From an optimization exercise on the open Yosys and OpenROAD flow, aimed at small area, a short achievable clock period and few clock cycles per item; shortcuts taken in it are not production practice.
The RTL was checked by simulation tests, not by an equivalence proof against the original design.

Design sm4_top, start of the top module:
module sm4_top (
    clk,rst,start,i_plaintext,i_key,
    o_data,o_done
);
    input           clk;
    input           rst;
    input           start;
    input           i_plaintext;
    input           i_key;
    output          o_data;
    output          o_done;
    localparam [1:0] PH_LOAD = 2'd0, PH_COMP = 2'd1, PH_OUT = 2'd2;
    localparam [127:0] FK = {32'ha3b1bac6, 32'h56aa3350, 32'h677d9197, 32'hb27022dc};
    localparam [6:0] COMP_LAST = 7'd100;
    reg     [1:0]   phase;
    reg     [6:0]   cnt;
    reg     [1:0]   m3;
    reg     [4:0]   rnd;
    reg             done_r;
    reg             data_r;
    reg             comp;    
    reg             outp;    
    reg             wk;      
    reg             wd;      
    reg             krot;    
    reg             kins;    
    reg             klate;   
    reg             kd;
    reg     [31:0]  kr0, kr1, kr2, kr3;
    reg     [31:0]  dr0, dr1, dr2, dr3;
    reg     [31:0]  pre;     
    reg     [31:0]  s1b;     
    reg     [15:0]  s1p;     
    reg     [31:0]  s2s;     
    reg  [31:0] ck;
    always @(*) begin
        case (rnd)
            5'd0: ck = 32'h00070e15;
            5'd1: ck = 32'h1c232a31;
            5'd2: ck = 32'h383f464d;
            5'd3: ck = 32'h545b6269;
            5'd4: ck = 32'h70777e85;
            5'd5: ck = 32'h8c939aa1;
            5'd6: ck = 32'ha8afb6bd;
            5'd7: ck = 32'hc4cbd2d9;
            5'd8: ck = 32'he0e7eef5;
            5'd9: ck = 32'hfc030a11;
            5'd10: ck = 32'h181f262d;
            5'd11: ck = 32'h343b4249;
            5'd12: ck = 32'h50575e65;
            5'd13: ck = 32'h6c737a81;
            5'd14: ck = 32'h888f969d;
            5'd15: ck = 32'ha4abb2b9;
            5'd16: ck = 32'hc0c7ced5;
            5'd17: ck = 32'hdce3eaf1;
            5'd18: ck = 32'hf8ff060d;
            5'd19: ck = 32'h141b2229;
            5'd20: ck = 32'h30373e45;
            5'd21: ck = 32'h4c535a61;
            5'd22: ck = 32'h686f767d;
            5'd23: ck = 32'h848b9299;
            5'd24: ck = 32'ha0a7aeb5;
            5'd25: ck = 32'hbcc3cad1;
            5'd26: ck = 32'hd8dfe6ed;
            5'd27: ck = 32'hf4fb0209;
            5'd28: ck = 32'h10171e25;
            5'd29: ck = 32'h2c333a41;
            5'd30: ck = 32'h484f565d;
            5'd31: ck = 32'h646b7279;
  ...
For scale: about 3500 cells after synthesis, roughly 390 flip-flops.
export LEC_CHECK = 0
export ABC_AREA = 1
export CAP_MARGIN = 20
export CORE_MARGIN = 2
export CORE_UTILIZATION = 40
export SETUP_SLACK_MARGIN = 4.4
export SLEW_MARGIN = 20
create_clock -name core_clock -period 6.5 [get_ports {clk}]
standard.sh (not shown) runs the stock make flow with config.mk's settings and CLKGATE_MAP_FILE= SYNTH_SCRIPT=/design/flow/synth_recipe.tcl, a recipe that flattens the netlist after the stock synthesis.
==> flow/flow/run.sh <==
#!/bin/bash
# The standard ORFS layout (standard.sh), with two synthesis changes:
#  - ADDER_MAP_FILE empty: Yosys's full/half-adder extraction would turn the
#    XOR/AND pairs of the S-box and linear layers into slow adder cells that
#    ABC cannot restructure.
#  - the 3-input XOR/XNOR cells are added to DONT_USE_CELLS (on top of the
#    platform's list): ABC chains them in the linear layers, and they are
#    slower than trees of 2-input XORs.
set -euo pipefail
PLATFORM_DONT_USE=$(sed -n '/^export DONT_USE_CELLS += /,/^#/p' \
    "$FLOW_HOME/platforms/sky130hd/config.mk" | grep -o 'sky130_fd_sc_hd__[a-z0-9_]*' | tr '\n' ' ')
EXTRA="sky130_fd_sc_hd__xor3_1 sky130_fd_sc_hd__xor3_2 sky130_fd_sc_hd__xor3_4 sky130_fd_sc_hd__xnor3_1 sky130_fd_sc_hd__xnor3_2 sky130_fd_sc_hd__xnor3_4"
bash standard.sh ADDER_MAP_FILE= "DONT_USE_CELLS=$PLATFORM_DONT_USE $EXTRA" finish > standard.log 2>&1
Testbench counts at the start, summed over its fixed seeds: cycles 22,848, blocks 64.
Rerun with:
- ABC_AREA: 1 -> not set
- SETUP_SLACK_MARGIN: 4.4 -> 4.0
Outcome:
- clock-buffer cell count decreases by 4
- worst hold slack is better by 0.0071 ns
- maximum frequency went down by 4.8%
Rerun with:
- ABC_AREA: not set -> 1
- CTS_CLUSTER_DIAMETER: not set -> 100
- CTS_CLUSTER_SIZE: not set -> 30
Die area goes up by 1.4%.
Worst hold slack is worse by 0.0036 ns.
Core utilization goes down by 6.7 points.
Fmax goes up by 3.8%.
First-iteration DRC count goes down by 2.3%.
Synthesized area goes up by 1.4%.
Sequential cell count stays the same.
Clock-buffer cell count goes down by 42.
Rerun with:
- CTS_CLUSTER_DIAMETER: 100 -> not set
- CTS_CLUSTER_SIZE: 30 -> not set
- SETUP_SLACK_MARGIN: 4.0 -> 3.8
After rerunning: Non-clock buffer count is lower by 6. Setup slack gets worse by 0.18 ns. Cell area rises by about 1.8%. Die area is unchanged. Critical path depth stays the same. Synthesized cell count does not change. First-iteration DRC count came out higher by about 13%. Via count is higher by 0.35%.
Rerun with:
- ABC_AREA: 1 -> not set
- CORE_UTILIZATION: 40 -> 60
- SETUP_SLACK_MARGIN: 3.8 -> 3.6
After rerunning: Cell area hardly moves; count of clock-buffer cells in the layout grows by 5; synthesized cell count is lower by 24%; critical path depth goes up by 9; non-clock buffer count rose by 42.

afterwards: timing with drivers on the ports:
The results above use ideal ports. As a check the final layouts listed here were re-extracted and re-timed, cells and wires unchanged.
Step 1 sets driving cells, clkbuf_16 on the clock port and buf_2 on the other inputs (assumed; they add their load-dependent delay and slew).
Step 2 also shifts input and output timing later by t, the mid clock arrival at the registers, as if the neighbouring blocks saw the same clock.
Three values: ideal ports, drivers, drivers and shift; two values: the first two.
run	shift t [ns]	setup WS [ns]	clock arrival spread, ns
the first run	0.639	4.126 / 4.063 / 3.958	0.029 / 0.029
the second run	0.615	4.006 / 3.987 / 3.604	0.023 / 0.023
the third run	0.607	4.097 / 4.040 / 3.643	0.048 / 0.048
the fourth run	0.653	3.922 / 3.864 / 3.504	0.040 / 0.041
the fifth run	0.619	3.686 / 3.686 / 3.557	0.019 / 0.019
After both steps every run listed still meets setup and hold. For the third run, which loses most, drivers alone change the setup slack by -0.057 ns; drivers and shift together by -0.454 ns.
